Source: an optimization exercise on an open RTL-to-GDS flow (aim: small area, a short achievable clock period and few clock cycles). Production flows keep margins and buffers that such runs may drop. The RTL was checked by simulation tests, not by an equivalence proof against the original design. Power figures rest on the tool's default switching activity, not on a simulated workload.

==> inputs of amber <==
// pipeline_6
module pipeline_6(
    clk,
    rst,
    imem_addr,
    imem_rdata,
    dmem_addr,
    dmem_wdata,
    dmem_wmask,
    dmem_we,
    dmem_rdata
);
input clk, rst;
output [31:0] imem_addr;
input  [31:0] imem_rdata;
output [31:0] dmem_addr;
output [31:0] dmem_wdata;
output [3:0]  dmem_wmask;
output        dmem_we;
input  [31:0] dmem_rdata;
reg  [31:2] pcF;
reg         vD, hD;
reg  [31:0] iD;
reg  [31:2] pcD;
reg         btbV;
reg  [13:2] btbTag;
reg  [12:2] btbImm;
reg         vE;
reg  [31:0] aE, bE, sE;
reg  [31:2] altE;
reg  [2:0]  f3E;
reg         subE, sgnE, sraE, jrE, ldE, stE, wE;
reg         xAdd, xSll, xSlt, xXor, xSr, xOr, xAnd, xLnk;
reg         tEq, tNe, tLt, tGe;
reg  [4:0]  shE;
reg         mT, mN, k8;
reg  [4:0]  rdE;
reg         wenM, stM, ldM;
reg  [31:0] resM, sdM;
reg  [3:0]  wmM;
reg  [2:0]  f3M;
reg  [4:0]  rdM;
reg  [31:0] rf [1:31];
wire [4:0] op = iD[6:2];
wire dJ    = op[4] &  op[1];                       
wire dJR   = op[4] & ~op[1] &  op[0];              
wire dBR   = op[4] & ~op[0];                       
wire dU    = ~op[4] & op[2] & op[0];               
wire dLUI  = dU & op[3];
wire dLD   = ~op[4] & ~op[2] & ~op[3];             
wire dST   = ~op[4] & ~op[2] &  op[3];             
wire dOPI  = ~op[4] &  op[2] & ~op[0] & ~op[3];    
wire dOP   = ~op[4] &  op[2] & ~op[0] &  op[3];    
wire [2:0] f3 = iD[14:12];
wire [4:0] rs1 = iD[19:15];
wire [4:0] rs2 = iD[24:20];
wire [4:0] rd  = iD[11:7];
wire use1 = ~dJ & ~dU;
wire use2 = dBR | dST | dOP;
wire dW   = ~dBR & ~dST & (rd != 5'd0);
wire [31:0] immI = {{20{iD[31]}}, iD[31:20]};
wire [31:0] immS = {{20{iD[31]}}, iD[31:25], iD[11:7]};
wire [31:0] immU = {iD[31:12], 12'd0};
wire [31:2] immB = {{20{iD[31]}}, iD[7], iD[30:25], iD[11:9]};
  ...
export LEC_CHECK = 0
export ABC_CLOCK_PERIOD_IN_PS = 3000
export CAP_MARGIN = 20
export CORE_MARGIN = 2
export CORE_UTILIZATION = 40
export PLACE_DENSITY = 0.6
export SETUP_SLACK_MARGIN = 5
export SLEW_MARGIN = 20
create_clock -name core_clock -period 10.0 [get_ports {clk}]
standard.sh (not shown) runs the stock make flow with config.mk's settings and CLKGATE_MAP_FILE= SYNTH_SCRIPT=/design/flow/synth_recipe.tcl, a recipe that flattens the netlist after the stock synthesis.
==> flow/flow/run.sh <==
#!/bin/bash
bash standard.sh SETUP_SLACK_MARGIN=6.5 'BUFFER_PORTS_ARGS=-buffer_cell sky130_fd_sc_hd__buf_4' finish > standard.log 2>&1
==> juniper (differences from amber) <==
--- a/flow/design.v
+++ b/flow/design.v
@@ -24,12 +24,14 @@
 reg  [31:2] pcD;
 reg         btbV;
 reg  [13:2] btbTag;
 reg  [12:2] btbImm;
 reg         vE;
-reg  [31:0] aE, bE, sE;
-reg  [31:2] altE;
+reg  [31:0] aE, bE;
+reg  [31:0] xE;
+wire [31:2] altE = xE[31:2];
+wire [31:0] sE = xE;
 reg  [2:0]  f3E;
 reg         subE, sgnE, sraE, jrE, ldE, stE, wE;
 reg         xAdd, xSll, xSlt, xXor, xSr, xOr, xAnd, xLnk;
 reg         tEq, tNe, tLt, tGe;
 reg  [4:0]  shE;
@@ -37,10 +39,14 @@
 reg  [4:0]  rdE;
 reg         wenM, stM, ldM;
 reg  [31:0] resM, sdM;
 reg  [3:0]  wmM;
 reg  [2:0]  f3M;
+reg         lwM;
+reg  [1:0]  lhM;
+reg  [3:0]  lbM;
+reg  [5:0]  lsM;
 reg  [4:0]  rdM;
 reg  [31:0] rf [1:31];
 wire [4:0] op = iD[6:2];
 wire dJ    = op[4] &  op[1];                       
 wire dJR   = op[4] & ~op[1] &  op[0];              
@@ -174,16 +180,19 @@
 wire [31:0] sd = f3E[1] ? sE : f3E[0] ? {2{sE[15:0]}} : {4{sE[7:0]}};
 assign dmem_addr  = resM;
 assign dmem_we    = stM;
 assign dmem_wdata = sdM;
 assign dmem_wmask = wmM;
-wire [15:0] ldh = resM[1] ? dmem_rdata[31:16] : dmem_rdata[15:0];
-wire [7:0]  ldb = resM[0] ? ldh[15:8] : ldh[7:0];
-wire [31:0] ldv = f3M[1] ? dmem_rdata :
-                  f3M[0] ? {{16{ldh[15] & ~f3M[2]}}, ldh} :
-                           {{24{ldb[7] & ~f3M[2]}}, ldb};
-assign wbM = ldM ? ldv : resM;
+wire [31:0] d = dmem_rdata;
+wire sgnx = (lsM[0] & d[7]) | (lsM[1] & d[15]) | (lsM[2] & d[23]) | (lsM[3] & d[31]) |
+            (lsM[4] & d[15]) | (lsM[5] & d[31]);
+wire [7:0]  w0 = ({8{lwM | lhM[0] | lbM[0]}} & d[7:0]) | ({8{lbM[1]}} & d[15:8]) |
+                 ({8{lhM[1] | lbM[2]}} & d[23:16]) | ({8{lbM[3]}} & d[31:24]);
+wire [7:0]  w1 = ({8{lwM | lhM[0]}} & d[15:8]) | ({8{lhM[1]}} & d[31:24]) |
+                 ({8{lsM[0] | lsM[1] | lsM[2] | lsM[3]}} & {8{sgnx}});
+wire [15:0] w2 = ({16{lwM}} & d[31:16]) | {16{sgnx}};
+assign wbM = {w2, w1, w0} | ({32{~ldM}} & resM);
 assign imem_addr = {pcF, 2'b00};
 always @(posedge clk) begin
     pcF <= taken ? pcT : pcN;
 end
 always @(posedge clk) begin
@@ -206,19 +215,25 @@
         btbTag <= pcD[13:2];
         btbImm <= {iD[31], iD[7], iD[30:25], iD[11:9]};
     end
 end
 always @(posedge clk) begin
-    if (rst)
+    if (rst) begin
         vE <= 1'b0;
-    else
+        mT <= 1'b0;
+        mN <= 1'b0;
+        k8 <= 1'b0;
+    end else begin
         vE <= vD & ~stallD & ~killD;
+        mT <= vD & ~stallD & ~killD & dBR & ~iD[31] & ~bo4;
+        mN <= vD & ~stallD & ~killD & dBR & iD[31];
+        k8 <= vD & ~stallD & ~killD & dBR & ~iD[31] & bo8;
+    end
     aE    <= nextA;
     bE    <= nextB;
     shE   <= nextB[4:0] & {5{(dOP | dOPI) & (f3[1:0] == 2'b01)}};
-    sE    <= r2;
-    altE  <= (dBR & ~iD[31]) ? tgtD : pcD1;
+    xE    <= dST ? r2 : {((dBR & ~iD[31]) ? tgtD : pcD1), 2'b00};
     f3E   <= f3;
     subE  <= subD;
     sgnE  <= sgnD;
     sraE  <= iD[30];
     xAdd  <= ~(dJ | dJR) & (~(dOP | dOPI) | (f3 == 3'd0));
@@ -231,13 +246,10 @@
     xLnk  <= dJ | dJR;
     tEq   <= f3 == 3'd0;
     tNe   <= f3 == 3'd1;
     tLt   <= f3[2] & ~f3[0];
     tGe   <= f3[2] & f3[0];
-    mT    <= vD & ~stallD & ~killD & dBR & ~iD[31] & ~bo4;
-    mN    <= vD & ~stallD & ~killD & dBR & iD[31];
-    k8    <= vD & ~stallD & ~killD & dBR & ~iD[31] & bo8;
     jrE   <= dJR;
     ldE   <= dLD;
     stE   <= dST;
     wE    <= dW;
     rdE   <= rd;
@@ -249,10 +261,15 @@
     end else begin
         wenM <= vE & wE;
         stM  <= vE & stE;
     end
     ldM  <= ldE;
+    lwM  <= ldE & f3E[1];
+    lhM  <= {2{ldE & ~f3E[1] & f3E[0]}} & {sum[1], ~sum[1]};
+    lbM  <= {4{ldE & ~f3E[1] & ~f3E[0]}} & (4'b0001 << sum[1:0]);
+    lsM  <= {{2{~f3E[2]}} & {2{ldE & ~f3E[1] & f3E[0]}} & {sum[1], ~sum[1]},
+             {4{~f3E[2]}} & {4{ldE & ~f3E[1] & ~f3E[0]}} & (4'b0001 << sum[1:0])};
     f3M  <= f3E;
     rdM  <= rdE;
     resM <= resE;
     sdM  <= sd;
     wmM  <= wm;
==> flow/flow/run.sh (replaced) <==
#!/bin/bash
bash standard.sh SETUP_SLACK_MARGIN=7.0 'BUFFER_PORTS_ARGS=-buffer_cell sky130_fd_sc_hd__buf_4' finish > standard.log 2>&1
--- a/flow/config.mk
+++ b/flow/config.mk
@@ -6,9 +6,12 @@
 export NUM_CORES = 4
 export LEC_CHECK = 0
 export ABC_CLOCK_PERIOD_IN_PS = 3000
 export CAP_MARGIN = 20
 export CORE_MARGIN = 2
-export CORE_UTILIZATION = 40
-export PLACE_DENSITY = 0.6
+export CORE_UTILIZATION = 55
+export CTS_CLUSTER_DIAMETER = 60
+export CTS_CLUSTER_SIZE = 25
+export PLACE_DENSITY = 0.7
 export SETUP_SLACK_MARGIN = 5
 export SLEW_MARGIN = 20
+export TNS_END_PERCENT = 30
==> indigo (differences from amber) <==
--- a/flow/design.v
+++ b/flow/design.v
@@ -24,12 +24,14 @@
 reg  [31:2] pcD;
 reg         btbV;
 reg  [13:2] btbTag;
 reg  [12:2] btbImm;
 reg         vE;
-reg  [31:0] aE, bE, sE;
-reg  [31:2] altE;
+reg  [31:0] aE, bE;
+reg  [31:0] xE;
+wire [31:2] altE = xE[31:2];
+wire [31:0] sE = xE;
 reg  [2:0]  f3E;
 reg         subE, sgnE, sraE, jrE, ldE, stE, wE;
 reg         xAdd, xSll, xSlt, xXor, xSr, xOr, xAnd, xLnk;
 reg         tEq, tNe, tLt, tGe;
 reg  [4:0]  shE;
@@ -37,10 +39,14 @@
 reg  [4:0]  rdE;
 reg         wenM, stM, ldM;
 reg  [31:0] resM, sdM;
 reg  [3:0]  wmM;
 reg  [2:0]  f3M;
+reg         lwM;
+reg  [1:0]  lhM;
+reg  [3:0]  lbM;
+reg  [5:0]  lsM;
 reg  [4:0]  rdM;
 reg  [31:0] rf [1:31];
 wire [4:0] op = iD[6:2];
 wire dJ    = op[4] &  op[1];                       
 wire dJR   = op[4] & ~op[1] &  op[0];              
@@ -174,16 +180,19 @@
 wire [31:0] sd = f3E[1] ? sE : f3E[0] ? {2{sE[15:0]}} : {4{sE[7:0]}};
 assign dmem_addr  = resM;
 assign dmem_we    = stM;
 assign dmem_wdata = sdM;
 assign dmem_wmask = wmM;
-wire [15:0] ldh = resM[1] ? dmem_rdata[31:16] : dmem_rdata[15:0];
-wire [7:0]  ldb = resM[0] ? ldh[15:8] : ldh[7:0];
-wire [31:0] ldv = f3M[1] ? dmem_rdata :
-                  f3M[0] ? {{16{ldh[15] & ~f3M[2]}}, ldh} :
-                           {{24{ldb[7] & ~f3M[2]}}, ldb};
-assign wbM = ldM ? ldv : resM;
+wire [31:0] d = dmem_rdata;
+wire sgnx = (lsM[0] & d[7]) | (lsM[1] & d[15]) | (lsM[2] & d[23]) | (lsM[3] & d[31]) |
+            (lsM[4] & d[15]) | (lsM[5] & d[31]);
+wire [7:0]  w0 = ({8{lwM | lhM[0] | lbM[0]}} & d[7:0]) | ({8{lbM[1]}} & d[15:8]) |
+                 ({8{lhM[1] | lbM[2]}} & d[23:16]) | ({8{lbM[3]}} & d[31:24]);
+wire [7:0]  w1 = ({8{lwM | lhM[0]}} & d[15:8]) | ({8{lhM[1]}} & d[31:24]) |
+                 ({8{lsM[0] | lsM[1] | lsM[2] | lsM[3]}} & {8{sgnx}});
+wire [15:0] w2 = ({16{lwM}} & d[31:16]) | {16{sgnx}};
+assign wbM = {w2, w1, w0} | ({32{~ldM}} & resM);
 assign imem_addr = {pcF, 2'b00};
 always @(posedge clk) begin
     pcF <= taken ? pcT : pcN;
 end
 always @(posedge clk) begin
@@ -206,19 +215,25 @@
         btbTag <= pcD[13:2];
         btbImm <= {iD[31], iD[7], iD[30:25], iD[11:9]};
     end
 end
 always @(posedge clk) begin
-    if (rst)
+    if (rst) begin
         vE <= 1'b0;
-    else
+        mT <= 1'b0;
+        mN <= 1'b0;
+        k8 <= 1'b0;
+    end else begin
         vE <= vD & ~stallD & ~killD;
+        mT <= vD & ~stallD & ~killD & dBR & ~iD[31] & ~bo4;
+        mN <= vD & ~stallD & ~killD & dBR & iD[31];
+        k8 <= vD & ~stallD & ~killD & dBR & ~iD[31] & bo8;
+    end
     aE    <= nextA;
     bE    <= nextB;
     shE   <= nextB[4:0] & {5{(dOP | dOPI) & (f3[1:0] == 2'b01)}};
-    sE    <= r2;
-    altE  <= (dBR & ~iD[31]) ? tgtD : pcD1;
+    xE    <= dST ? r2 : {((dBR & ~iD[31]) ? tgtD : pcD1), 2'b00};
     f3E   <= f3;
     subE  <= subD;
     sgnE  <= sgnD;
     sraE  <= iD[30];
     xAdd  <= ~(dJ | dJR) & (~(dOP | dOPI) | (f3 == 3'd0));
@@ -231,13 +246,10 @@
     xLnk  <= dJ | dJR;
     tEq   <= f3 == 3'd0;
     tNe   <= f3 == 3'd1;
     tLt   <= f3[2] & ~f3[0];
     tGe   <= f3[2] & f3[0];
-    mT    <= vD & ~stallD & ~killD & dBR & ~iD[31] & ~bo4;
-    mN    <= vD & ~stallD & ~killD & dBR & iD[31];
-    k8    <= vD & ~stallD & ~killD & dBR & ~iD[31] & bo8;
     jrE   <= dJR;
     ldE   <= dLD;
     stE   <= dST;
     wE    <= dW;
     rdE   <= rd;
@@ -249,10 +261,15 @@
     end else begin
         wenM <= vE & wE;
         stM  <= vE & stE;
     end
     ldM  <= ldE;
+    lwM  <= ldE & f3E[1];
+    lhM  <= {2{ldE & ~f3E[1] & f3E[0]}} & {sum[1], ~sum[1]};
+    lbM  <= {4{ldE & ~f3E[1] & ~f3E[0]}} & (4'b0001 << sum[1:0]);
+    lsM  <= {{2{~f3E[2]}} & {2{ldE & ~f3E[1] & f3E[0]}} & {sum[1], ~sum[1]},
+             {4{~f3E[2]}} & {4{ldE & ~f3E[1] & ~f3E[0]}} & (4'b0001 << sum[1:0])};
     f3M  <= f3E;
     rdM  <= rdE;
     resM <= resE;
     sdM  <= sd;
     wmM  <= wm;
--- a/flow/config.mk
+++ b/flow/config.mk
@@ -6,9 +6,11 @@
 export NUM_CORES = 4
 export LEC_CHECK = 0
 export ABC_CLOCK_PERIOD_IN_PS = 3000
 export CAP_MARGIN = 20
 export CORE_MARGIN = 2
-export CORE_UTILIZATION = 40
-export PLACE_DENSITY = 0.6
+export CORE_UTILIZATION = 55
+export CTS_CLUSTER_DIAMETER = 60
+export CTS_CLUSTER_SIZE = 25
+export PLACE_DENSITY = 0.7
 export SETUP_SLACK_MARGIN = 5
 export SLEW_MARGIN = 20
==> notes.md <==
- Power, lowest first: indigo, juniper, amber.
- The lowest non-clock buffer count belongs to indigo, the highest to juniper.
- Combinational power: juniper is larger than amber (18%).
- indigo produced a clean layout. amber completed with no timing, DRC or antenna violations. juniper completed, yet does not pass: capacitance limit, slew limit.
- Of amber and indigo, amber has the higher count of clock-buffer cells in the layout (gap 76).
- In area after synthesis, juniper and indigo do not differ.
Testbench counts of amber, summed over its fixed seeds: cycles 169,294.
Testbench counts of juniper, summed over its fixed seeds: cycles 169,294.
Testbench counts of indigo, summed over its fixed seeds: cycles 169,294.

[afterwards: timing with drivers on the ports]
The flow's constraints put no driver on any port. The routed layouts listed below were extracted and timed again, unchanged, in two steps. Step 1, drivers: a clkbuf_16 drives clk and a buf_2 each remaining input, both assumed. Step 2, shift: input delay + t, output delay - t, t = (earliest + latest rising clock arrival at the registers) / 2. This alone moves slack from input paths to output paths. Three values: ideal, step 1, step 2; two values: the first two.
run | shift t [ns] | setup slack, ns | worst hold slack (ns)
amber | 0.911 | 6.125 / 6.125 / 5.467 | 0.347 / 0.347 / 0.347
juniper | 0.885 | 6.227 / 6.227 / 5.608 | 0.414 / 0.414 / 0.414
indigo | 0.843 | 6.136 / 6.057 / 5.413 | 0.396 / 0.396 / 0.396
The setup slack of indigo, which loses most, moves by -0.079 ns with the drivers and by -0.723 ns with both steps.
